This is an optimization exercise on Yosys and OpenROAD, whose aim is small area, not a production implementation. Function was not checked in any run shown here: the RTL went through the layout flow alone. No driver is modelled on the clock port, so clocking that relies on it looks cheaper here than on a real chip. Power and IR drop assume default switching activity.

--- design.v ---
module ahb_slave(hreadyin, htrans, haddr, valid);
  input        hreadyin;
  input  [1:0] htrans;
  input  [31:0] haddr;
  output       valid;
  wire inwin = (haddr[31:28] == 4'b1000) & ~(haddr[27] & haddr[26]);
  assign valid = hreadyin & htrans[1] & inwin;
endmodule
module ahb_decode(addr, sel);
  input  [31:0] addr;
  output [2:0]  sel;
  assign sel[0] = (addr[31:28] == 4'b1000) & (addr[27:26] == 2'b00);
  assign sel[1] = (addr[31:28] == 4'b1000) & (addr[27:26] == 2'b01);
  assign sel[2] = (addr[31:28] == 4'b1000) & (addr[27:26] == 2'b10);
endmodule
module apb_controller(hclk, hresetn, hwrite, haddr, hwdata, valid,
                      pwrite, penable, psel, paddr, pwdata, hr_readyout);
  input        hclk, hresetn, hwrite, valid;
  input  [31:0] haddr, hwdata;
  output       pwrite, penable;
  output reg   hr_readyout;
  output [2:0] psel;
  output reg [31:0] paddr, pwdata;
  localparam ST_IDLE     = 3'b000,
             ST_READ     = 3'b011,
             ST_WWAIT    = 3'b001,
             ST_WRITE    = 3'b101,
             ST_RENABLE  = 3'b010,
             ST_WENABLE  = 3'b100,
             ST_WRITEP   = 3'b111,
             ST_WENABLEP = 3'b110;
  reg [2:0]  st, nst;
  reg [31:0] a1, a2;
  reg        w1, w2, b1, z, zz, psel_en;
  wire s_idle  = (st == ST_IDLE);
  wire s_read  = (st == ST_READ);
  wire s_ren   = (st == ST_RENABLE);
  wire s_wwait = (st == ST_WWAIT);
  wire s_write = (st == ST_WRITE);
  wire s_wen   = (st == ST_WENABLE);
  wire s_wp    = (st == ST_WRITEP);
  wire s_wenp  = (st == ST_WENABLEP);
  wire s_idl   = s_idle | s_ren;      
  wire rd = valid & ~hwrite;
  wire wr = valid &  hwrite;
  always @(*) begin
    case (st)
      ST_IDLE, ST_RENABLE, ST_WENABLE:
                   nst = wr ? ST_WWAIT : (rd ? ST_READ : ST_IDLE);
      ST_READ:     nst = ST_RENABLE;
      ST_WWAIT:    nst = valid ? ST_WRITEP : ST_WRITE;
      ST_WRITE:    nst = valid ? ST_WENABLEP : ST_WENABLE;
      ST_WRITEP:   nst = ST_WENABLEP;
      default:     nst = ~w2 ? ST_READ :
                         (valid & w1) ? ST_WRITEP :
                         ~valid ? ST_WRITE : ST_IDLE;
    endcase
  end
  wire big    = hwrite & b1;
  wire holdA2 = (s_wwait & valid & big) |
                (s_wenp & (~w2 | (valid ? big : ~w1)));
  wire selA  = s_idl;
  wire sel1  = (s_read & ~w1) | s_wwait | s_wen;
  wire sel2  = ((s_read & w1) | s_write | s_wp | s_wenp) & ~zz;
  wire ldD = ~(s_write | s_wp | (s_wenp & valid & ~w1));
  always @(posedge hclk) begin
    z  <= ~hresetn;
    a1 <= haddr;
    if (!holdA2) begin
      a2 <= a1;
      zz <= z;
    end
    w1 <= hwrite;
    w2 <= w1;
    b1 <= |hwdata[31:8];
    paddr  <= ({32{selA}} & haddr) | ({32{sel1}} & a1) | ({32{sel2}} & a2);
    if (ldD) pwdata <= hwdata;
  end
  always @(posedge hclk) begin
    if (!hresetn) begin
      st          <= ST_IDLE;
      psel_en     <= 1'b0;
      hr_readyout <= 1'b1;
    end else begin
      st          <= nst;
      psel_en     <= (s_idl & rd) | (s_wen & wr) | ~(s_idl | s_wen);
      hr_readyout <= s_read | s_write |
                     (s_idl & ~rd) |
                     ((s_wwait | s_wen) & ~valid) |
                     (s_wp & w1) |
                     (s_wenp & ~valid & w2);
    end
  end
  wire [2:0] sel1dec;
  ahb_decode dec1(.addr(a1), .sel(sel1dec));
  assign psel    = psel_en ? sel1dec : 3'b000;
  assign penable = s_ren | s_wen | s_wenp;
  assign pwrite  = ~(s_read | s_ren) & (~s_wwait | w2);
endmodule
module bridge_top(hclk,hresetn,hwrite,haddr,hwdata,hreadyin,htrans,prdata,pwrite,penable,psel,paddr,pwdata,hrdata,hr_readyout,hresp);
input hclk,hresetn,hwrite,hreadyin;
input [1:0]htrans;
input [31:0]haddr,hwdata,prdata;
output pwrite,penable,hr_readyout;
output [1:0]hresp;
output [2:0]psel;
output [31:0]paddr,pwdata,hrdata;
wire valid;
ahb_slave ahb_sl(.hreadyin(hreadyin), .htrans(htrans), .haddr(haddr), .valid(valid));
apb_controller apb_c(.hclk(hclk), .hresetn(hresetn), .hwrite(hwrite),
                     .haddr(haddr), .hwdata(hwdata), .valid(valid),
                     .pwrite(pwrite), .penable(penable),
                     .psel(psel), .paddr(paddr), .pwdata(pwdata),
                     .hr_readyout(hr_readyout));
assign hrdata = prdata;
assign hresp  = 2'b00;
endmodule
--- flow/run.sh ---
#!/bin/bash
# Own layout flow. Steps, each tool's full output in a log file here:
#  1. the standard synthesis (standard.sh synth)            -> flow_synth.log
#  2. area re-mapping of the combinational cells of that netlist
#     with Yosys/ABC (flow/remap_abc.script); the registers, their
#     names and cell types are kept as instances, untouched        -> flow_remap.log
#  3. the rest of the standard layout (standard.sh finish), with
#     - port buffers of the smallest buffer cell (buf_1),
#     - an area recovery pass after CTS (flow/downsize.tcl, ORFS's
#       POST_CTS_TCL hook) that gives cells which repair enlarged the
#       smallest size that keeps slew, capacitance and timing clean -> flow_make.log
set -euo pipefail
W=$PWD
RES=$W/orfs/results/$FLOW_PLATFORM/bridge_top/base
LIB=$FLOW_HOME/platforms/$FLOW_PLATFORM/lib/sky130_fd_sc_hd__tt_025C_1v80.lib
YOSYS=$FLOW_HOME/../tools/install/yosys/bin/yosys
[[ -x $YOSYS ]] || YOSYS=yosys

bash standard.sh synth > flow_synth.log 2>&1

cp $RES/1_2_yosys.v $W/standard_1_2_yosys.v
DONT=""
for c in sky130_fd_sc_hd__probe_p_8 sky130_fd_sc_hd__probec_p_8 \
         $(grep -o 'cell *( *"\?sky130_fd_sc_hd__lpflow_[a-z0-9_]*' $LIB | grep -o 'sky130_fd_sc_hd__lpflow_[a-z0-9_]*' | sort -u); do
  DONT="$DONT -dont_use $c"
done
cat > $W/remap.ys <<YS
read_liberty -ignore_miss_func $LIB
setattr -mod -set keep_hierarchy 1 sky130_fd_sc_hd__dfxtp_1 sky130_fd_sc_hd__edfxtp_1 sky130_fd_sc_hd__conb_1
read_verilog $W/standard_1_2_yosys.v
hierarchy -top $FLOW_TOP
flatten
opt -purge $FLOW_TOP
abc -liberty $LIB -script $W/flow/remap_abc.script $DONT $FLOW_TOP
opt_clean -purge $FLOW_TOP
cd $FLOW_TOP
rename -hide w:* i:* %d o:* %d
insbuf -buf sky130_fd_sc_hd__buf_4 A X
opt_clean -purge
cd
select -assert-none $FLOW_TOP/t:\$*
select $FLOW_TOP
write_verilog -selected -noattr -nohex -nodec $W/remapped_1_2_yosys.v
YS
$YOSYS -l flow_remap.log -q $W/remap.ys
cp $W/remapped_1_2_yosys.v $RES/1_2_yosys.v

layout() { # leaf cell, root cell, max sinks per leaf, log
  bash standard.sh BUFFER_PORTS_ARGS="-buffer_cell sky130_fd_sc_hd__buf_1" \
    PRE_CTS_TCL="$W/flow/clock_tree.tcl" POST_CTS_TCL="$W/flow/downsize.tcl" \
    OWN_CTS_LEAF=$1 OWN_CTS_ROOT=$2 OWN_CTS_MAX_SINKS=$3 finish > $4 2>&1
}
slew() { # worst register clock-pin slew of the final layout, in ns
  OWN_LIB=$LIB OWN_RES=$RES openroad -no_init -exit $W/flow/clock_slew.tcl > $1 2>&1 || true
  awk '/^worst_clock_pin_slew/ {print $2}' $1
}

layout sky130_fd_sc_hd__clkbuf_16 none 36 flow_make.log
s=$(slew flow_slew.log)
if awk -v s="$s" 'BEGIN {exit !(s == "" || s > 0.122)}'; then
  rm -f $RES/4_* $RES/5_* $RES/6_* $W/out/final.def
  layout sky130_fd_sc_hd__clkbuf_16 sky130_fd_sc_hd__clkbuf_8 28 flow_make_retry.log
  slew flow_slew_retry.log > /dev/null || true
fi
--- flow/clock_slew.tcl ---
# Worst clock-pin slew of the registers in the final layout (extracted
# parasitics), printed as "worst_clock_pin_slew <ns>".
read_liberty $::env(OWN_LIB)
read_db $::env(OWN_RES)/6_final.odb
read_sdc $::env(OWN_RES)/6_final.sdc
read_spef $::env(OWN_RES)/6_final.spef
set_propagated_clock [all_clocks]
set worst 0
foreach p [get_pins -of_objects [all_registers] -filter "is_clock==1"] {
  foreach prop {slew_max_rise slew_max_fall} {
    set s [get_property $p $prop]
    if {$s > $worst} { set worst $s }
  }
}
puts "worst_clock_pin_slew $worst"
--- flow/clock_tree.tcl ---
# Hand-built clock tree, run before ORFS's CTS step (PRE_CTS_TCL).
# The register clock pins are split into groups by position (k-means); each
# group gets one leaf clock buffer at its centre, and the leaves are driven by
# one root buffer (the clock port itself then feeds a single cell). The nets
# made here are then skipped by clock_tree_synthesis.
set leaf_cell   $::env(OWN_CTS_LEAF)
set root_cell   $::env(OWN_CTS_ROOT)
set max_sinks   $::env(OWN_CTS_MAX_SINKS)

set block [ord::get_db_block]
set clk_net [$block findNet hclk]
set sinks {}
foreach it [$clk_net getITerms] {
  if {[$it isInputSignal]} { lappend sinks $it }
}
set n [llength $sinks]
set k [expr {int(ceil(double($n) / $max_sinks))}]
puts "own clock tree: $n sinks, $k leaf buffers of $leaf_cell"

# positions
set px {}; set py {}
foreach it $sinks {
  set inst [$it getInst]
  set bb [$inst getBBox]
  lappend px [expr {([$bb xMin] + [$bb xMax]) / 2.0}]
  lappend py [expr {([$bb yMin] + [$bb yMax]) / 2.0}]
}
# k-means, seeded by sorting along x then y (deterministic), capacity-limited
set order [lsort -real -indices $px]
set cx {}; set cy {}
for {set c 0} {$c < $k} {incr c} {
  set i [lindex $order [expr {int(($c + 0.5) * $n / $k)}]]
  lappend cx [lindex $px $i]; lappend cy [lindex $py $i]
}
set cap [expr {int(ceil(double($n) / $k))}]
for {set iter 0} {$iter < 30} {incr iter} {
  # assign: greedy by distance with capacity
  set pairs {}
  for {set i 0} {$i < $n} {incr i} {
    for {set c 0} {$c < $k} {incr c} {
      set d [expr {abs([lindex $px $i] - [lindex $cx $c]) + abs([lindex $py $i] - [lindex $cy $c])}]
      lappend pairs [list $d $i $c]
    }
  }
  set pairs [lsort -real -index 0 $pairs]
  set assign [lrepeat $n -1]
  set count [lrepeat $k 0]
  foreach p $pairs {
    lassign $p d i c
    if {[lindex $assign $i] >= 0} continue
    if {[lindex $count $c] >= $cap} continue
    lset assign $i $c
    lset count $c [expr {[lindex $count $c] + 1}]
  }
  set sx [lrepeat $k 0.0]; set sy [lrepeat $k 0.0]
  for {set i 0} {$i < $n} {incr i} {
    set c [lindex $assign $i]
    lset sx $c [expr {[lindex $sx $c] + [lindex $px $i]}]
    lset sy $c [expr {[lindex $sy $c] + [lindex $py $i]}]
  }
  for {set c 0} {$c < $k} {incr c} {
    set m [lindex $count $c]
    if {$m > 0} {
      lset cx $c [expr {[lindex $sx $c] / $m}]
      lset cy $c [expr {[lindex $sy $c] / $m}]
    }
  }
}
set dbu [$block getDbUnitsPerMicron]
set new_nets {}
set leaf_pins {}
for {set c 0} {$c < $k} {incr c} {
  set pins {}
  for {set i 0} {$i < $n} {incr i} {
    if {[lindex $assign $i] == $c} {
      set it [lindex $sinks $i]
      lappend pins [get_pins "[[$it getInst] getName]/[[$it getMTerm] getName]"]
    }
  }
  set x [expr {[lindex $cx $c] / $dbu}]
  set y [expr {[lindex $cy $c] / $dbu}]
  set buf [insert_buffer -buffer_cell $leaf_cell -net hclk -load_pins $pins \
             -location [list $x $y] -buffer_name "ownclk_leaf_$c" -net_name "ownclk_n_$c"]
  set bname [get_full_name $buf]
  puts "  leaf $c: [llength $pins] sinks at ($x, $y): $bname"
  set bi [$block findInst $bname]
  lappend new_nets [[[$bi findITerm X] getNet] getName]
  lappend leaf_pins [get_pins "$bname/A"]
}
if {![string match *none $root_cell]} {
  # root next to the centre of the leaves
  set x 0.0; set y 0.0
  foreach a $cx { set x [expr {$x + $a}] }
  foreach a $cy { set y [expr {$y + $a}] }
  set x [expr {$x / $k / $dbu}]; set y [expr {$y / $k / $dbu}]
  set buf [insert_buffer -buffer_cell $root_cell -net hclk -load_pins $leaf_pins \
    -location [list $x $y] -buffer_name "ownclk_root" -net_name "ownclk_r"]
  set bi [$block findInst [get_full_name $buf]]
  lappend new_nets [[[$bi findITerm X] getNet] getName]
}
foreach nn [concat hclk $new_nets] {
  [$block findNet $nn] setSigType CLOCK
}
set_cts_config -skip_nets [concat hclk $new_nets]
set_propagated_clock [all_clocks]
--- flow/downsize.tcl ---
# Area recovery after CTS (ORFS's POST_CTS_TCL hook): each logic cell that
# repair made larger than the smallest cell of its family (same function and
# pins, e.g. o21ai_4 -> o21ai_0) is tried at each smaller size, smallest
# first; a size is kept only if the design then has no max-slew or
# max-capacitance violation and setup and hold slack stay at least the
# margins below. Registers, clock buffers and tie cells are left alone.
set ::ds_setup_margin 0.3
set ::ds_hold_margin  0.05

proc ds_ok {} {
  if {[sta::max_slew_violation_count] > 0} { return 0 }
  if {[sta::max_capacitance_violation_count] > 0} { return 0 }
  if {[sta::worst_slack -max] < $::ds_setup_margin} { return 0 }
  if {[sta::worst_slack -min] < $::ds_hold_margin} { return 0 }
  return 1
}

estimate_parasitics -placement
if {![ds_ok]} {
  puts "downsize: design not clean before downsizing, skipped"
} else {
  set saved 0.0
  foreach inst [get_cells *] {
    set m [get_property $inst ref_name]
    if {![regexp {^(sky130_fd_sc_hd__)([a-z0-9]+)_([0-9]+)$} $m -> pfx base drv]} continue
    if {[regexp {^(dfxtp|edfxtp|dfrtp|clkbuf|clkinv|conb|tapvpwrvgnd|fill|decap)} $base]} continue
    set cur_area [get_property [get_lib_cells $m] area]
    # smaller cells of the same family, smallest first
    set cands {}
    foreach lc [get_lib_cells ${pfx}${base}_*] {
      set n [get_name $lc]
      if {![regexp "^${pfx}${base}_\[0-9\]+\$" $n]} continue
      if {[lsearch -exact $::env(DONT_USE_CELLS) $n] >= 0} continue
      set a [get_property $lc area]
      if {$a < $cur_area - 1e-6} { lappend cands [list $a $n] }
    }
    foreach c [lsort -real -index 0 $cands] {
      lassign $c a n
      replace_cell $inst $n
      estimate_parasitics -placement
      if {[ds_ok]} {
        puts "downsize: [get_name $inst] $m -> $n"
        set saved [expr {$saved + $cur_area - $a}]
        break
      }
      replace_cell $inst $m
      estimate_parasitics -placement
    }
  }
  puts [format "downsize: saved %.2f um2" $saved]
  detailed_placement
  check_placement -verbose
}
--- flow/remap_abc.script ---
strash
dc2
dch -f
amap
strash
dc2
dch -f
amap
strash
dch -f
amap
--- standard.sh ---
#!/bin/bash
# synth_recipe.tcl (not shown) runs the flow's synth.tcl, then flattens the netlist and writes it again
# the make line also repeats each setting of config.mk as NAME=value (left out here)
make -C /OpenROAD-flow-scripts/flow DESIGN_CONFIG=/design/flow/config.mk WORK_HOME=/design/flow/orfs CLKGATE_MAP_FILE= SYNTH_SCRIPT=/design/flow/synth_recipe.tcl "${@:-finish}"
--- config.mk ---
export PLATFORM = sky130hd
export DESIGN_NAME = bridge_top
export DESIGN_NICKNAME = bridge_top
export VERILOG_FILES = /design/flow/design.v
export SDC_FILE = /design/flow/constraint.sdc
export NUM_CORES = 4
export LEC_CHECK = 0
export CAP_MARGIN = 0
export CORE_MARGIN = 2
export CORE_UTILIZATION = 65
export SLEW_MARGIN = 0
--- constraint.sdc ---
create_clock -name core_clock -period 4.0 [get_ports {hclk}]
set_input_delay 0.8000 -clock core_clock [delete_from_list [all_inputs] [get_ports {hclk}]]
set_output_delay 0.8000 -clock core_clock [all_outputs]
set_load 0.01 [all_outputs]
==> flow_summary.json, run 1 <==
{
  "dpl_cell_area_sq_um": 4866,
  "p_leak_nw": 1.797,
  "initial_core_util_pct": 66.33,
  "min_path_cells": 0,
  "yosysWarnings": 1,
  "drt-pass1-iter-count": 6,
  "diodes": 0,
  "hold_ws_ns": 0.4181,
  "seq_power_share_pct": 71.4,
  "post_drt_wl_per_cell_um": 17.14,
  "status": "no timing/DRC/antenna violations",
  "worst_r2r_path_depth": 6,
  "filler_cell_count": 461,
  "grt_pass1_wl_mm": 13.01,
  "cp_max_fo": 33,
  "tns_ns": 0,
  "slew_headroom_pct": 20.66,
  "power.density_nw_per_um2": 446.1,
  "wirelength_mm": 8.452,
  "syn_inst": 299,
  "io_buffers": 138,
  "grt_overflow": 0,
  "drt_iter0_markers": 246,
  "area_delta_synth_final_pct": 11.38,
  "vias_per_cell": 5.667,
  "regArea_sq_um": 3413,
  "ir_drop_mv": 0.3022,
  "cpPeakStageDelay_ns": 0.98,
  "grtUsageTotal_pct": 21.77,
  "fmax_ghz": 0.3301,
  "hold_violations": 0,
  "tightest_slew_ns": 1.190,
  "crit_type": "primary input to flip-flop",
  "cap_viol_max_count": 0,
  "crit_chain": "buf_1 -> nand4b_1 -> a2111oi_0 -> buf_1 -> o21ai_0 -> a31oi_4",
  "rsz0062_at_grt": "no",
  "via_count": 2794,
  "cp.required_ns": 3.80,
  "drc": 0,
  "num_rows": 30,
  "setup_viol": 0,
  "grt_pass1_vias": 2641,
  "reg2reg_from": "apb_c.st[2]",
  "cp.buffers_inverters": 2,
  "dieArea_sq_um": 7494,
  "multi_input_area_sq_um": 631.9,
  "arrival_ns": 2.83,
  "nets": 517,
  "antenna_found_initial": 0,
  "period_share_pct": 75.73,
  "path_clk_slew_ns": 0.12,
  "critical-path-top-delay-family": "compound AO/OA/AOI/OAI gates",
  "crit_cells": 6,
  "min_period_ns": 3.029,
  "grt_max_degree": 36,
  "swShare_pct": 19.29,
  "die_y_um": 86.57,
  "io_pins": 206,
  "final_core_util_pct": 73.88,
  "power.switching_mw": 0.4248,
  "hp-class": "flip-flop to flip-flop",
  "crit_top_cell": "buf_1",
  "drtAntennaViolNets": 0,
  "drive_gt1_share_pct": 1.937,
  "crit_path_top_delay_cell": "a31oi_4",
  "avgSynthCellArea_sq_um": 14.82,
  "endpoint_kind": "flip-flop",
  "place_inst": 489,
  "drv_slew": 0,
  "dp_hpwl_mm": 6.032,
  "clock_skew_ns": 0.009995,
  "combPwrFrac_pct": 4.9,
  "globalplace.congestion": 0.8678,
  "critPathLaunchType": "primary input",
  "stdcell_count": 493,
  "die_width_um": 86.57,
  "intPower_mw": 1.777,
  "pwr-share-clk_pct": 23.6,
  "core_area_sq_um": 6681,
  "clk_latency_ns": 0.18,
  "final_area_sq_um": 4936,
  "synthesis.area_sq_um": 4432,
  "hp-start": "apb_c.z",
  "cp-startpoint": "haddr[30]"
}
## stage by stage
step / setup slack [ns] / power (mW)
2_1_floorplan: 0.6365 / 1.678
3_3_place_gp: 0.7781 / 1.710
3_5_place_dp: 0.8005 / 1.715
5_1_grt: 0.7367 / 2.269
6_report: 0.9707 / 2.202
## worst paths after layout
kind                     endpoint  slack (ns)
hold / removal           apb_c.zz        0.42
setup reg to reg  apb_c.paddr[26]        1.04
hold reg to reg          apb_c.zz        0.42
setup / recovery     apb_c.a2[18]        0.97
## flip-flops by register name, summed over array words and instances (netlist names)
name / count
apb_c.st: 3
apb_c.zz: 1
apb_c.z: 1
apb_c.hr_readyout: 1
apb_c.w1: 1
apb_c.a1: 32
apb_c.w2: 1
apb_c.psel_en: 1
apb_c.paddr: 32
apb_c.pwdata: 32
apb_c.a2: 32
apb_c.b1: 1
## final cells by class, clock buffers not listed
cell class                 instances  share of cell area (%)
inverter                          40                   3.042
multi-input combinational         88                   12.80
sequential                       138                   69.15
timing repair buffer             143                   10.95
tap                               80                   2.028
## cell usage in the layout, fill, tap and decap left out
master,count
conb_1,2
edfxtp_1,65
buf_1,140
o22a_1,1
o22ai_1,1
a21oi_1,4
clkinv_1,40
o21a_1,1
a22oi_1,1
o21ai_0,4
buf_2,3
nor4_1,6
nor2_1,19
a2111oi_0,3
or2_0,1
a222oi_1,32
nor2b_1,1
clkbuf_16,4
nand2_1,3
nor3_1,2
dfxtp_1,73
nor3b_1,1
nand3_1,2
a31oi_4,1
nand4b_1,3
## layer usage
layer	track usage [%]	vias to the layer above	share of wire [%]	wire length [um]
li1	-	1306	-	-
met1	28.54	1309	37	3127
met2	37.83	155	52	4400
met3	4.000	24	8.4	708
met4	5.540	0	2.6	216
met5	0	-	0	0
## power groups by stage
stage,registers (mW),clock network [mW],logic (mW)
finish,1.57,0.520,0.109
global route,1.58,0.566,0.122
detailed placement,1.61,0,0.110
global placement,1.60,0,0.107
floorplan,1.62,0,0.0597
==> run 2, diff against run 1 <==
--- a/design.v
+++ b/design.v
@@ -26,7 +26,7 @@
              ST_WWAIT    = 3'b001,
-             ST_WRITE    = 3'b101,
+             ST_WRITE    = 3'b100,
              ST_RENABLE  = 3'b010,
-             ST_WENABLE  = 3'b100,
-             ST_WRITEP   = 3'b111,
-             ST_WENABLEP = 3'b110;
+             ST_WENABLE  = 3'b110,
+             ST_WRITEP   = 3'b101,
+             ST_WENABLEP = 3'b111;
   reg [2:0]  st, nst;
==> run 2 against run 1 <==
  * Flip-flop and latch count stayed put
  * Worst hold slack got worse by 0.0070 ns
  * Worst setup slack got worse by 0.16 ns
  * First-iteration DRC count rose by 4.1%
  * Maximum frequency decreased by 5.1%
  * Final area stayed put
  * Largest cell class unchanged
  * Highest routed layer unchanged
==> flow_summary.json, run 2 <==
{
  "via_count": 2790,
  "hp-start": "apb_c.w1",
  "setup_viol": 0,
  "slew_headroom_pct": 23.07,
  "final_area_sq_um": 4936,
  "cp.required_ns": 4.06,
  "hold_violations": 0,
  "combPwrFrac_pct": 5.3,
  "globalplace.congestion": 0.8039,
  "grt_pass1_vias": 2434,
  "grt_max_degree": 36,
  "cpPeakStageDelay_ns": 0.92,
  "stdcell_count": 492,
  "crit_path_top_delay_cell": "buf_1",
  "drive_gt1_share_pct": 1.699,
  "p_leak_nw": 1.797,
  "seq_power_share_pct": 71.6,
  "r2r_end": "apb_c.paddr[17]",
  "final_cell_mix": "buf_1, dfxtp_1, edfxtp_1",
  "num_rows": 30,
  "arrival_ns": 3.25,
  "critical-path-top-delay-family": "buffers and inverters",
  "grt_overflow": 0,
  "hold_end": "apb_c.w2",
  "power.switching_mw": 0.4210,
  "synthesis.area_sq_um": 4433,
  "intPower_mw": 1.782,
  "dp_hpwl_mm": 5.990,
  "cp_max_fo": 32,
  "area_delta_synth_final_pct": 11.35,
  "io_pins": 206,
  "path_clk_slew_ns": 0.12,
  "critPathLaunchType": "flip-flop",
  "endpoint_kind": "flip-flop",
  "min_period_ns": 3.193,
  "dieArea_sq_um": 7497,
  "power.density_nw_per_um2": 446.4,
  "crit_chain": "nor2_1 -> buf_1 -> nor2b_1 -> buf_2 -> a222oi_1 -> clkinv_1",
  "period_share_pct": 79.82,
  "drc": 0,
  "avgSynthCellArea_sq_um": 14.88,
  "crit_type": "flip-flop to flip-flop",
  "clk_latency_ns": 0.18,
  "wirelength_mm": 8.425,
  "r2r_slack_ns": 0.81,
  "die_y_um": 86.59,
  "core_area_sq_um": 6681,
  "tns_ns": 0,
  "syn_inst": 298,
  "place_inst": 488,
  "hp-class": "flip-flop to flip-flop",
  "dpl_cell_area_sq_um": 4871,
  "diodes": 0,
  "post_drt_wl_per_cell_um": 17.12,
  "grt_pass1_wl_mm": 12.68,
  "ir_drop_mv": 0.3065,
  "drt_iter0_markers": 256,
  "tightest_slew_ns": 1.154,
  "die_width_um": 86.59,
  "status": "no timing/DRC/antenna violations",
  "io_buffers": 138,
  "min_path_cells": 0,
  "vias_per_cell": 5.671,
  "pwr-share-clk_pct": 23.2,
  "final_common_cell": "buf_1",
  "swShare_pct": 19.11,
  "reg2reg_from": "apb_c.st[0]",
  "worst_r2r_path_depth": 6,
  "cap_viol_max_count": 0,
  "drtAntennaViolNets": 0,
  "initial_core_util_pct": 66.35,
  "yosysWarnings": 1,
  "drt-pass1-iter-count": 5,
  "antenna_found_initial": 0,
  "clock_skew_ns": 0.008488,
  "nets": 516,
  "drv_slew": 0,
  "grtUsageTotal_pct": 21.50,
  "rsz0062_at_grt": "no",
  "fmax_ghz": 0.3132,
  "cp.buffers_inverters": 3
}
-- run 2: power by group through the flow --
stage               Clock (mW)  Sequential [mW]  Combinational, mW
detailed placement           0             1.61              0.118
global route             0.557             1.58              0.130
floorplan                    0             1.62             0.0636
global placement             0             1.61              0.115
finish                   0.510             1.58              0.116
-- run 2: worst max-delay path by stage --
stage                           start               to  slack, ns  depth (start not counted)
after detailed placement    haddr[29]      apb_c.a2[3]        1.0                          9
after global routing      apb_c.st[0]  apb_c.paddr[15]       0.44                          6
final                     apb_c.st[0]  apb_c.paddr[17]       0.81                          6
after floorplan             haddr[29]      apb_c.a2[0]       0.58                          6
after global placement      haddr[29]      apb_c.a2[3]        1.0                          9
-- run 2: worst register-to-register path, stage by stage (launching register included) --
cell	delay, ns
dfxtp_1	0.44
nor2_1	0.68
buf_1	0.92
nor2b_1	0.09
buf_2	0.36
a222oi_1	0.46
clkinv_1	0.13
-- run 2: per-layer routing --
metal	vias to the layer above	track usage (%)	part of all wire (%)	wire, um
li1	1310	-	-	-
met1	1330	29.68	39	3252
met2	121	35.80	50	4235
met3	29	2.571	7.0	588
met4	0	7.528	4.1	348
met5	-	0	0	0
-- run 2: per-stage QoR --
| stage | utilization, % | power (mW) | hold slack (ns) | setup slack, ns |
|---|---|---|---|---|
| floorplan | - | 1.687 | 0.3683 | 0.5796 |
| global route | 73.88 | 2.272 | 0.4177 | 0.4430 |
| finish | 73.88 | 2.203 | 0.4112 | 0.8072 |
| detailed placement | 72.90 | 1.727 | 0.3900 | 0.9956 |
| global placement | 72.90 | 1.722 | 0.3867 | 0.9989 |
-- run 2: final cells by class, clock buffers not listed --
type | count | area, sq um
Fill cell | 480 | 1745
Inverter | 41 | 153.9
Multi-Input combinational cell | 86 | 629.4
Sequential cell | 138 | 3413
Tap cell | 80 | 100.1
Timing Repair Buffer | 143 | 539.3
==> run 3, diff against run 2 <==
--- a/design.v
+++ b/design.v
@@ -24,9 +24,9 @@
   localparam ST_IDLE     = 3'b000,
-             ST_READ     = 3'b011,
-             ST_WWAIT    = 3'b001,
-             ST_WRITE    = 3'b100,
+             ST_READ     = 3'b111,
+             ST_WWAIT    = 3'b011,
+             ST_WRITE    = 3'b101,
              ST_RENABLE  = 3'b010,
              ST_WENABLE  = 3'b110,
-             ST_WRITEP   = 3'b101,
-             ST_WENABLEP = 3'b111;
+             ST_WRITEP   = 3'b100,
+             ST_WENABLEP = 3'b001;
   reg [2:0]  st, nst;
==> run 3 against run 2 <==
  * Utilization is 0.22 points lower
  * Power is 0.73% higher
  * Routed wire length down 5.3%
==> flow_summary.json, run 3 <==
{
  "status": "no timing/DRC/antenna violations",
  "setup_slack_ns": 0.8049,
  "cp.required_ns": 4.13,
  "drtAntennaViolNets": 0,
  "stdcell_count": 492,
  "vias_per_cell": 5.579,
  "tns_ns": 0,
  "die_width_um": 86.56,
  "p_leak_nw": 1.810,
  "hp-start": "apb_c.w1",
  "post_drt_wl_per_cell_um": 16.21,
  "cp.buffers_inverters": 3,
  "r2r_slack_ns": 0.80,
  "grt_pass1_wl_mm": 12.08,
  "drive_gt1_share_pct": 1.942,
  "grtUsageTotal_pct": 20.17,
  "grt_pass1_vias": 2564,
  "nets": 516,
  "wirelength_mm": 7.975,
  "drc": 0,
  "clk_latency_ns": 0.18,
  "grt_overflow": 0,
  "diodes": 0,
  "filler_cell_count": 471,
  "pre_cts_ws_ns": 1.437,
  "io_buffers": 138,
  "final_cell_mix": "buf_1, dfxtp_1, edfxtp_1",
  "hold_end": "apb_c.w2",
  "grt_max_degree": 36,
  "yosysWarnings": 1,
  "io_pins": 206,
  "power.density_nw_per_um2": 451.0,
  "cap_viol_max_count": 0,
  "arrival_ns": 3.33,
  "tightest_slew_ns": 1.163,
  "min_period_ns": 3.195,
  "reg2reg_from": "apb_c.st[0]",
  "via_count": 2745,
  "path_clk_slew_ns": 0.12,
  "drt-pass1-iter-count": 4,
  "ir_drop_mv": 0.3122,
  "worst_r2r_path_depth": 8,
  "synthesis.area_sq_um": 4430,
  "dieArea_sq_um": 7493,
  "final_common_cell": "buf_1",
  "clock_skew_ns": 0.009521,
  "antenna_found_initial": 0,
  "drv_slew": 0,
  "hp-class": "flip-flop to flip-flop",
  "area_delta_synth_final_pct": 11.07,
  "min_path_cells": 0,
  "dp_hpwl_mm": 5.767,
  "place_inst": 488,
  "crit_chain": "clkinv_1 -> nand2_1 -> and3_1 -> nor2_1 -> nor3_1 -> buf_1 -> a222oi_1 -> clkinv_1",
  "critical-path-top-delay-family": "simple AND/OR/NAND/NOR gates",
  "endpoint_kind": "flip-flop",
  "crit_type": "flip-flop to flip-flop",
  "num_rows": 30,
  "period_share_pct": 79.88,
  "cp_max_fo": 23,
  "globalplace.congestion": 0.8482,
  "total_power_mw": 2.219,
  "fmax_ghz": 0.3130,
  "avgSynthCellArea_sq_um": 14.87,
  "die_y_um": 86.56,
  "rsz0062_at_grt": "no",
  "crit_top_cell": "clkinv_1",
  "slew_headroom_pct": 21.87,
  "drt_iter0_markers": 177,
  "multi_input_area_sq_um": 615.6,
  "cpPeakStageDelay_ns": 0.91,
  "setup_viol": 0,
  "crit_path_top_delay_cell": "nor3_1",
  "regArea_sq_um": 3413,
  "syn_inst": 298,
  "hold_ws_ns": 0.3778,
  "core_area_sq_um": 6681,
  "r2r_end": "apb_c.paddr[30]",
  "initial_core_util_pct": 66.31,
  "hold_violations": 0,
  "critPathLaunchType": "flip-flop"
}
run 3: cell type report, clock buffers not listed:
cell class	count	share of cell area (%)
tap	80	2.034
multi-input combinational	87	12.51
inverter	40	3.051
timing repair buffer	143	11.01
sequential	138	69.36
run 3: how the worst max path moves through the flow:
stage	startpoint	to	slack, ns	cells after the start
2_1_floorplan	apb_c.st[2]	apb_c.paddr[0]	1.09	4
3_3_place_gp	haddr[27]	apb_c.a2[16]	1.48	7
3_5_place_dp	haddr[27]	apb_c.a2[16]	1.44	7
5_1_grt	apb_c.st[0]	apb_c.paddr[29]	0.50	8
6_report	apb_c.st[0]	apb_c.paddr[30]	0.80	8
run 3: layer usage:
metal	up-vias	GRT usage, %	part of all wire, %
met4	0	4.403	2.6
li1	1296	-	-
met3	23	2.857	7.8
met2	127	36.50	52
met1	1299	25.99	38
met5	-	0	0
run 3: worst register-to-register path, delay by kind of cell, from the launching register on:
kind                   cells  cell delay, ns
AND/OR/NAND/NOR            4            1.31
buffers and inverters      3            1.12
flip-flops                 1            0.41
AO/OA/AOI/OAI              1            0.31
run 3: power by group:
group	switching, mW	internal [mW]
registers	0.0274	1.56
logic	0.0784	0.0489
clock network	0.320	0.187
total	0.426	1.79
run 3: stage by stage:
step | util (%) | area, sq um
global placement | 72.58 | 4850
detailed placement | 72.58 | 4850
global route | 73.65 | 4921
finish | 73.65 | 4921
floorplan | - | 4434
==> run 4, diff against run 3 <==
--- a/design.v
+++ b/design.v
@@ -26,6 +26,6 @@
              ST_WWAIT    = 3'b011,
-             ST_WRITE    = 3'b101,
-             ST_RENABLE  = 3'b010,
-             ST_WENABLE  = 3'b110,
-             ST_WRITEP   = 3'b100,
+             ST_WRITE    = 3'b100,
+             ST_RENABLE  = 3'b101,
+             ST_WENABLE  = 3'b010,
+             ST_WRITEP   = 3'b110,
              ST_WENABLEP = 3'b001;
==> run 4 against run 3 <==
  * Global-route usage rose by 0.79 points
  * Clock skew fell by 0.0016 ns
  * Via count rose by 1.1%
  * Clock power rose by 1%
  * Routed wire length rose by 4.5%
  * Worst setup slack improved by 0.20 ns
  * Critical path type unchanged
  * Largest power group unchanged
  * Highest routed layer unchanged
==> flow_summary.json, run 4 <==
{
  "grt_pass1_vias": 2463,
  "rsz0062_at_grt": "no",
  "nets": 515,
  "vias_per_cell": 5.654,
  "die_y_um": 86.59,
  "pwr-share-clk_pct": 23.1,
  "clk_latency_ns": 0.18,
  "grtUsageTotal_pct": 20.97,
  "cap_viol_max_count": 0,
  "period_share_pct": 74.90,
  "swShare_pct": 19.34,
  "cp_max_fo": 18,
  "tns_ns": 0,
  "grt_pass1_wl_mm": 12.42,
  "arrival_ns": 3.12,
  "min_period_ns": 2.996,
  "final_cell_mix": "buf_1, dfxtp_1, edfxtp_1",
  "path_clk_slew_ns": 0.12,
  "hold_violations": 0,
  "antenna_found_initial": 0,
  "area_delta_synth_final_pct": 11.12,
  "crit_path_top_delay_cell": "nor2_1",
  "total_power_mw": 2.220,
  "hp-class": "flip-flop to flip-flop",
  "drc": 0,
  "tightest_slew_ns": 1.331,
  "diodes": 0,
  "die_width_um": 86.59,
  "endpoint_kind": "flip-flop",
  "synthesis.area_sq_um": 4433,
  "initial_core_util_pct": 66.35,
  "power.switching_mw": 0.4294,
  "drt_iter0_markers": 340,
  "p_leak_nw": 1.716,
  "core_area_sq_um": 6681,
  "num_rows": 30,
  "via_count": 2776,
  "clock_skew_ns": 0.007893,
  "reg2reg_from": "apb_c.st[0]",
  "grt_overflow": 0,
  "crit_type": "flip-flop to flip-flop",
  "globalplace.congestion": 0.8406,
  "io_buffers": 138,
  "power.density_nw_per_um2": 450.8,
  "combPwrFrac_pct": 5.7,
  "yosysWarnings": 1,
  "dieArea_sq_um": 7497,
  "crit_chain": "clkinv_1 -> nor2_1 -> a21oi_1 -> nor2_1 -> buf_1 -> a222oi_1 -> clkinv_1",
  "dpl_cell_area_sq_um": 4877,
  "wirelength_mm": 8.331,
  "drt-pass1-iter-count": 6,
  "ir_drop_mv": 0.3479,
  "worst_r2r_path_depth": 7,
  "final_area_sq_um": 4926,
  "io_pins": 206,
  "dp_hpwl_mm": 5.802,
  "cpPeakStageDelay_ns": 1.01,
  "drv_slew": 0,
  "r2r_end": "apb_c.paddr[30]",
  "grt_max_degree": 36,
  "status": "no timing/DRC/antenna violations",
  "final_common_cell": "buf_1",
  "seq_power_share_pct": 71.2,
  "hold_ws_ns": 0.4141,
  "r2r_slack_ns": 1.00,
  "setup_viol": 0,
  "avgSynthCellArea_sq_um": 14.98,
  "setup.worst_path.end": "apb_c.paddr[30]",
  "post_drt_wl_per_cell_um": 16.97,
  "critPathLaunchType": "flip-flop",
  "drive_gt1_share_pct": 1.703,
  "cp.required_ns": 4.13,
  "slew_headroom_pct": 10.91,
  "drtAntennaViolNets": 0,
  "syn_inst": 296,
  "fmax_ghz": 0.3338,
  "cp-startpoint": "apb_c.st[0]",
  "intPower_mw": 1.791
}
## run 4: worst min-delay path by stage
stage | startpoint | slack (ns) | cells after the start | endpoint
after floorplan | apb_c.w1 | 0.36 | 0 | apb_c.w2
after global placement | apb_c.w1 | 0.38 | 0 | apb_c.w2
after detailed placement | apb_c.w1 | 0.39 | 0 | apb_c.w2
after global routing | apb_c.w1 | 0.42 | 0 | apb_c.w2
final | apb_c.w1 | 0.41 | 0 | apb_c.w2
## run 4: cell type report, clock buffers not listed
cell class	count	area (sq um)
repair buffers	144	544.3
multi-input cells	86	621.8
flip-flops and latches	138	3413
inverters	39	146.4
well taps	80	100.1
fillers	488	1755
## run 4: critical path, delay by kind of cell, from the launching register on
kind,cells,cell delay [ns]
compound gates,2,0.31
buf+inv,3,0.88
flops,1,0.39
simple gates,2,1.37
## run 4: power by group through the flow
stage                     registers [mW]  logic (mW)  clock network (mW)
after global placement              1.61       0.126                   0
after detailed placement            1.61       0.128                   0
after floorplan                     1.63      0.0697                   0
final                               1.58       0.127               0.514
after global routing                1.59       0.140               0.565
## run 4: stage by stage
step / worst slack, ns / utilization, % / std cells
after floorplan: 0.2524 / - / 297
after global placement: 1.304 / 73.00 / 487
after detailed placement: 1.278 / 73.00 / 487
after global routing: 0.7124 / 73.73 / 491
final: 1.004 / 73.73 / 491
## run 4: per-layer routing
layer | wire length (um) | vias to the layer above | global-route usage, %
met2 | 4264 | 136 | 37.34
met3 | 659 | 19 | 2.190
met5 | 0 | - | 0
met1 | 3273 | 1318 | 28.89
li1 | - | 1303 | -
met4 | 133 | 0 | 2.983
==> run 5, diff against run 4 <==
--- a/design.v
+++ b/design.v
@@ -24,9 +24,9 @@
   localparam ST_IDLE     = 3'b000,
-             ST_READ     = 3'b111,
-             ST_WWAIT    = 3'b011,
-             ST_WRITE    = 3'b100,
-             ST_RENABLE  = 3'b101,
+             ST_READ     = 3'b011,
+             ST_WWAIT    = 3'b111,
+             ST_WRITE    = 3'b101,
+             ST_RENABLE  = 3'b100,
              ST_WENABLE  = 3'b010,
-             ST_WRITEP   = 3'b110,
-             ST_WENABLEP = 3'b001;
+             ST_WRITEP   = 3'b001,
+             ST_WENABLEP = 3'b110;
   reg [2:0]  st, nst;
==> run 5 against run 4 <==
  * Still clean
  * Die area hardly changed
  * Sequential share of layout area is 0.65 points lower
  * Via count is 0.76% higher
  * Final area is 0.94% higher
  * Clock skew hardly changed
  * Utilization is 0.69 points higher
  * Critical path depth stayed put
  * Worst setup slack worse by 0.20 ns
  * Maximum frequency is 6.3% lower
  * Largest power group unchanged
  * Highest routed layer unchanged
==> flow_summary.json, run 5 <==
{
  "status": "no timing/DRC/antenna violations",
  "drc": 0,
  "crit_chain": "clkinv_1 -> nor2_1 -> clkinv_1 -> a21oi_1 -> buf_1 -> a222oi_1 -> clkinv_1",
  "cpPeakStageDelay_ns": 1.00,
  "initial_core_util_pct": 66.37,
  "filler_cell_count": 479,
  "drt_iter0_markers": 332,
  "grtUsageTotal_pct": 21.96,
  "drtAntennaViolNets": 0,
  "power.density_nw_per_um2": 465.7,
  "syn_inst": 300,
  "clk_latency_ns": 0.38,
  "globalplace.congestion": 0.9382,
  "fmax_ghz": 0.3126,
  "reg2reg_from": "apb_c.st[1]",
  "synthesis.area_sq_um": 4434,
  "drv_slew": 0,
  "io_pins": 206,
  "hp-start": "apb_c.w1",
  "die_width_um": 86.60,
  "period_share_pct": 79.97,
  "cp.required_ns": 4.32,
  "wirelength_mm": 8.597,
  "grt_overflow": 0,
  "setup_slack_ns": 0.8013,
  "vias_per_cell": 5.651,
  "p_leak_nw": 1.744,
  "final_cell_mix": "buf_1, dfxtp_1, edfxtp_1",
  "crit_top_cell": "clkinv_1",
  "endpoint_kind": "flip-flop",
  "clock_skew_ns": 0.008110,
  "min_path_cells": 0,
  "post_drt_wl_per_cell_um": 17.37,
  "hold_ws_ns": 0.4202,
  "place_inst": 489,
  "yosysWarnings": 1,
  "area_delta_synth_final_pct": 12.13,
  "ir_drop_mv": 0.3509,
  "antenna_found_initial": 0,
  "io_buffers": 138,
  "core_area_sq_um": 6681,
  "num_rows": 30,
  "nets": 519,
  "worst_r2r_path_depth": 7,
  "arrival_ns": 3.52,
  "grt_max_degree": 34,
  "crit_path_top_delay_cell": "a21oi_1",
  "pre_cts_ws_ns": 1.170,
  "crit_type": "flip-flop to flip-flop",
  "cp-startpoint": "apb_c.st[1]",
  "total_power_mw": 2.316,
  "dp_hpwl_mm": 5.949,
  "path_clk_slew_ns": 0.10,
  "hold_violations": 0,
  "grt_pass1_vias": 2574,
  "critPathLaunchType": "flip-flop",
  "tns_ns": 0,
  "die_y_um": 86.60,
  "grt_pass1_wl_mm": 12.98,
  "cap_viol_max_count": 0,
  "hp-class": "flip-flop to flip-flop",
  "via_count": 2797,
  "dieArea_sq_um": 7499,
  "cp_max_fo": 17,
  "min_period_ns": 3.199,
  "avgSynthCellArea_sq_um": 14.78,
  "drt-pass1-iter-count": 5,
  "stdcell_count": 495,
  "drive_gt1_share_pct": 2.169,
  "final_common_cell": "buf_1",
  "tightest_slew_ns": 1.302,
  "setup_viol": 0,
  "diodes": 0,
  "slew_headroom_pct": 13.19,
  "rsz0062_at_grt": "no"
}
run 5: path summary, 6_finish.rpt:
path                           to  slack, ns
hold reg to reg          apb_c.w2       0.42
hold / removal           apb_c.w2       0.42
setup reg to reg  apb_c.paddr[22]       0.80
setup / recovery  apb_c.paddr[22]       0.80
run 5: per-layer routing:
metal  GRT usage, %  wire [um]
met3          2.571        610
met4          6.818        298
met5              0          0
met1          30.65       3299
met2          36.71       4389
run 5: layout make-up, clock buffers not listed:
| type | count | area (sq um) | area share (%) |
|---|---|---|---|
| sequential | 138 | 3413 | 68.65 |
| tap | 80 | 100.1 | 2.013 |
| multi-input combinational | 90 | 638.1 | 12.83 |
| inverter | 39 | 146.4 | 2.944 |
| timing repair buffer | 142 | 535.5 | 10.77 |
run 5: worst max-delay path: cells and delay by family, from the launching register on:
family | cells | cell delay, ns
AOI/OAI and AO/OA | 2 | 1.26
and+or+nand+nor | 1 | 0.32
DFF | 1 | 0.37
buffers and inverters | 4 | 1.18
run 5: through the flow:
| step | cell area, sq um | utilization (%) |
|---|---|---|
| global route | 4972 | 74.42 |
| global placement | 4871 | 72.90 |
| finish | 4972 | 74.42 |
| floorplan | 4438 | - |
| detailed placement | 4871 | 72.90 |
run 5: where the power goes:
part | total, mW | switching, mW | internal (mW)
clock | 0.621 | 0.372 | 0.249
combinational | 0.119 | 0.0710 | 0.0475
sequential | 1.58 | 0.0263 | 1.55
total | 2.32 | 0.470 | 1.85
==> run 6, diff against run 5 <==
--- a/design.v
+++ b/design.v
@@ -24,8 +24,8 @@
   localparam ST_IDLE     = 3'b000,
-             ST_READ     = 3'b011,
-             ST_WWAIT    = 3'b111,
+             ST_READ     = 3'b001,
+             ST_WWAIT    = 3'b010,
              ST_WRITE    = 3'b101,
-             ST_RENABLE  = 3'b100,
-             ST_WENABLE  = 3'b010,
-             ST_WRITEP   = 3'b001,
+             ST_RENABLE  = 3'b011,
+             ST_WENABLE  = 3'b111,
+             ST_WRITEP   = 3'b100,
              ST_WENABLEP = 3'b110;
--- a/flow/run.sh
+++ b/flow/run.sh
@@ -59,3 +59,3 @@
 s=$(slew flow_slew.log)
-if awk -v s="$s" 'BEGIN {exit !(s == "" || s > 0.122)}'; then
+if awk -v s="$s" 'BEGIN {exit !(s == "" || s > 0.118)}'; then
   rm -f $RES/4_* $RES/5_* $RES/6_* $W/out/final.def
==> run 6 against run 5 <==
  * Critical path depth decreased by 2
  * Via count is 0.11% lower
  * Register-to-register slack gained 0.33 ns
  * Worst hold slack worse by 0.016 ns
  * Utilization down 0.17 points
  * Sequential share of layout area up 0.16 points
  * Synthesized cell count is 1.7% lower
  * Maximum frequency up 12%
  * Critical path type unchanged
  * Largest power group unchanged
  * Highest routed layer unchanged
==> flow_summary.json, run 6 <==
{
  "status": "no timing/DRC/antenna violations",
  "setup_viol": 0,
  "yosysWarnings": 1,
  "cp.required_ns": 4.32,
  "cp_max_fo": 26,
  "min_period_ns": 2.865,
  "core_area_sq_um": 6681,
  "final_area_sq_um": 4961,
  "power.density_nw_per_um2": 548.5,
  "cap_viol_max_count": 0,
  "dieArea_sq_um": 7476,
  "drv_slew": 0,
  "synthesis.area_sq_um": 4420,
  "reg2reg_from": "apb_c.st[2]",
  "r2r_slack_ns": 1.14,
  "tightest_slew_ns": 1.267,
  "p_leak_nw": 1.769,
  "via_count": 2794,
  "drt-pass1-iter-count": 7,
  "setup.worst_path.end": "apb_c.paddr[21]",
  "post_drt_wl_per_cell_um": 17.58,
  "rsz0062_at_grt": "no",
  "critPathLaunchType": "flip-flop",
  "grt_overflow": 0,
  "final_cell_mix": "buf_1, dfxtp_1, edfxtp_1",
  "initial_core_util_pct": 66.16,
  "cp-startpoint": "apb_c.st[2]",
  "tns_ns": 0,
  "arrival_ns": 3.18,
  "globalplace.congestion": 0.8784,
  "path_clk_slew_ns": 0.12,
  "drt_iter0_markers": 231,
  "num_rows": 30,
  "clk_latency_ns": 0.39,
  "avgSynthCellArea_sq_um": 14.98,
  "ir_drop_mv": 0.4276,
  "io_buffers": 138,
  "crit_type": "flip-flop to flip-flop",
  "hp-start": "apb_c.w1",
  "dp_hpwl_mm": 5.797,
  "io_pins": 206,
  "diodes": 0,
  "die_width_um": 86.47,
  "r2r_end": "apb_c.paddr[21]",
  "endpoint_kind": "flip-flop",
  "grtUsageTotal_pct": 22.12,
  "final_common_cell": "buf_1",
  "fmax_ghz": 0.3491,
  "syn_inst": 295,
  "area_delta_synth_final_pct": 12.23,
  "hp-class": "flip-flop to flip-flop",
  "nets": 513,
  "slew_headroom_pct": 15.55,
  "hold_ws_ns": 0.4045,
  "hold_violations": 0,
  "drc": 0,
  "antenna_found_initial": 0,
  "period_share_pct": 71.62,
  "grt_pass1_vias": 2656,
  "grt_max_degree": 34,
  "drtAntennaViolNets": 0,
  "drive_gt1_share_pct": 2.445,
  "grt_pass1_wl_mm": 13.05,
  "wirelength_mm": 8.599,
  "final_core_util_pct": 74.25,
  "die_y_um": 86.47,
  "vias_per_cell": 5.714,
  "worst_r2r_path_depth": 5,
  "dpl_cell_area_sq_um": 4833,
  "clock_skew_ns": 0.02197
}
==> run 6: how the worst min path moves through the flow <==
stage / end / cells after the start
2_1_floorplan: apb_c.w2 / 0
3_3_place_gp: apb_c.zz / 0
3_5_place_dp: apb_c.zz / 0
5_1_grt: apb_c.w2 / 0
6_report: apb_c.w2 / 0
==> run 6: metrics by stage <==
step / total power, mW / setup slack, ns / instances
finish: 2.721 / 1.135 / 489
global route: 2.834 / 0.9897 / 489
floorplan: 1.976 / 0.3245 / 296
detailed placement: 2.115 / 1.239 / 483
global placement: 2.105 / 1.289 / 483
==> run 6: critical path, cell delays in order (launching register included) <==
cell	delay (ns)
dfxtp_1	0.50
nor2_1	0.13
a2111oi_2	0.83
buf_1	1.00
a222oi_1	0.25
clkinv_1	0.10
==> run 6: report_power, final <==
part	switching (mW)	leakage, nW	internal, mW
Sequential	0.0542	1.30	1.64
Clock	0.395	0.0688	0.250
Combinational	0.248	0.399	0.133
Total	0.696	1.77	2.02
==> run 6: layout make-up, clock buffers not listed <==
class	instances	area, sq um
Tap cell	80	100.1
Fill cell	448	1720
Inverter	39	146.4
Sequential cell	138	3413
Multi-Input combinational cell	85	630.6
Timing Repair Buffer	141	531.8
==> run 6: per-layer routing <==
metal	global-route usage [%]	part of all wire [%]	up-vias
li1	-	-	1295
met1	28.36	39	1321
met2	37.90	49	136
met3	4.000	8.4	42
met4	8.097	3.8	0
met5	0	0	-

==> separate check: timing with driven ports <==
The results above use ideal ports. As a check the final layouts listed here were re-extracted and re-timed, cells and wires unchanged.
Step 1, drivers: a clkbuf_16 drives hclk and a buf_2 each remaining input, both assumed.
Step 2 adds t to the input delays and takes it off the output delays; t is the mean of the earliest and latest rising clock arrival at the registers after step 1. Input paths then give back, and output paths get back, about the clock's delay inside the block.
a / b / c = ideal ports / drivers / drivers and shift; a / b = the first two.
| run | t (ns) | slack for setup (ns) | worst hold slack (ns) | worst setup path after step 2 | worst data-port slew with drivers (ns) |
|---|---|---|---|---|---|
| run 1 | 0.251 | 0.971 / 1.026 / 0.776 | 0.418 / 0.418 / 0.418 | input to register | 0.11 |
| run 2 | 0.249 | 0.807 / 0.807 / 0.668 | 0.411 / 0.411 / 0.411 | input to register | 0.09 |
| run 3 | 0.252 | 0.805 / 0.805 / 0.805 | 0.378 / 0.378 / 0.378 | register to register | 0.07 |
| run 4 | 0.249 | 1.004 / 1.004 / 0.971 | 0.414 / 0.414 / 0.414 | input to register | 0.08 |
| run 5 | 0.406 | 0.801 / 0.801 / 0.801 | 0.420 / 0.420 / 0.420 | register to register | 0.09 |
| run 6 | 0.409 | 1.135 / 1.135 / 1.040 | 0.405 / 0.405 / 0.405 | input to register | 0.08 |
After both steps every run listed still meets setup and hold. For run 1, which loses most, drivers alone change the setup slack by +0.055 ns; drivers and shift together by -0.195 ns.
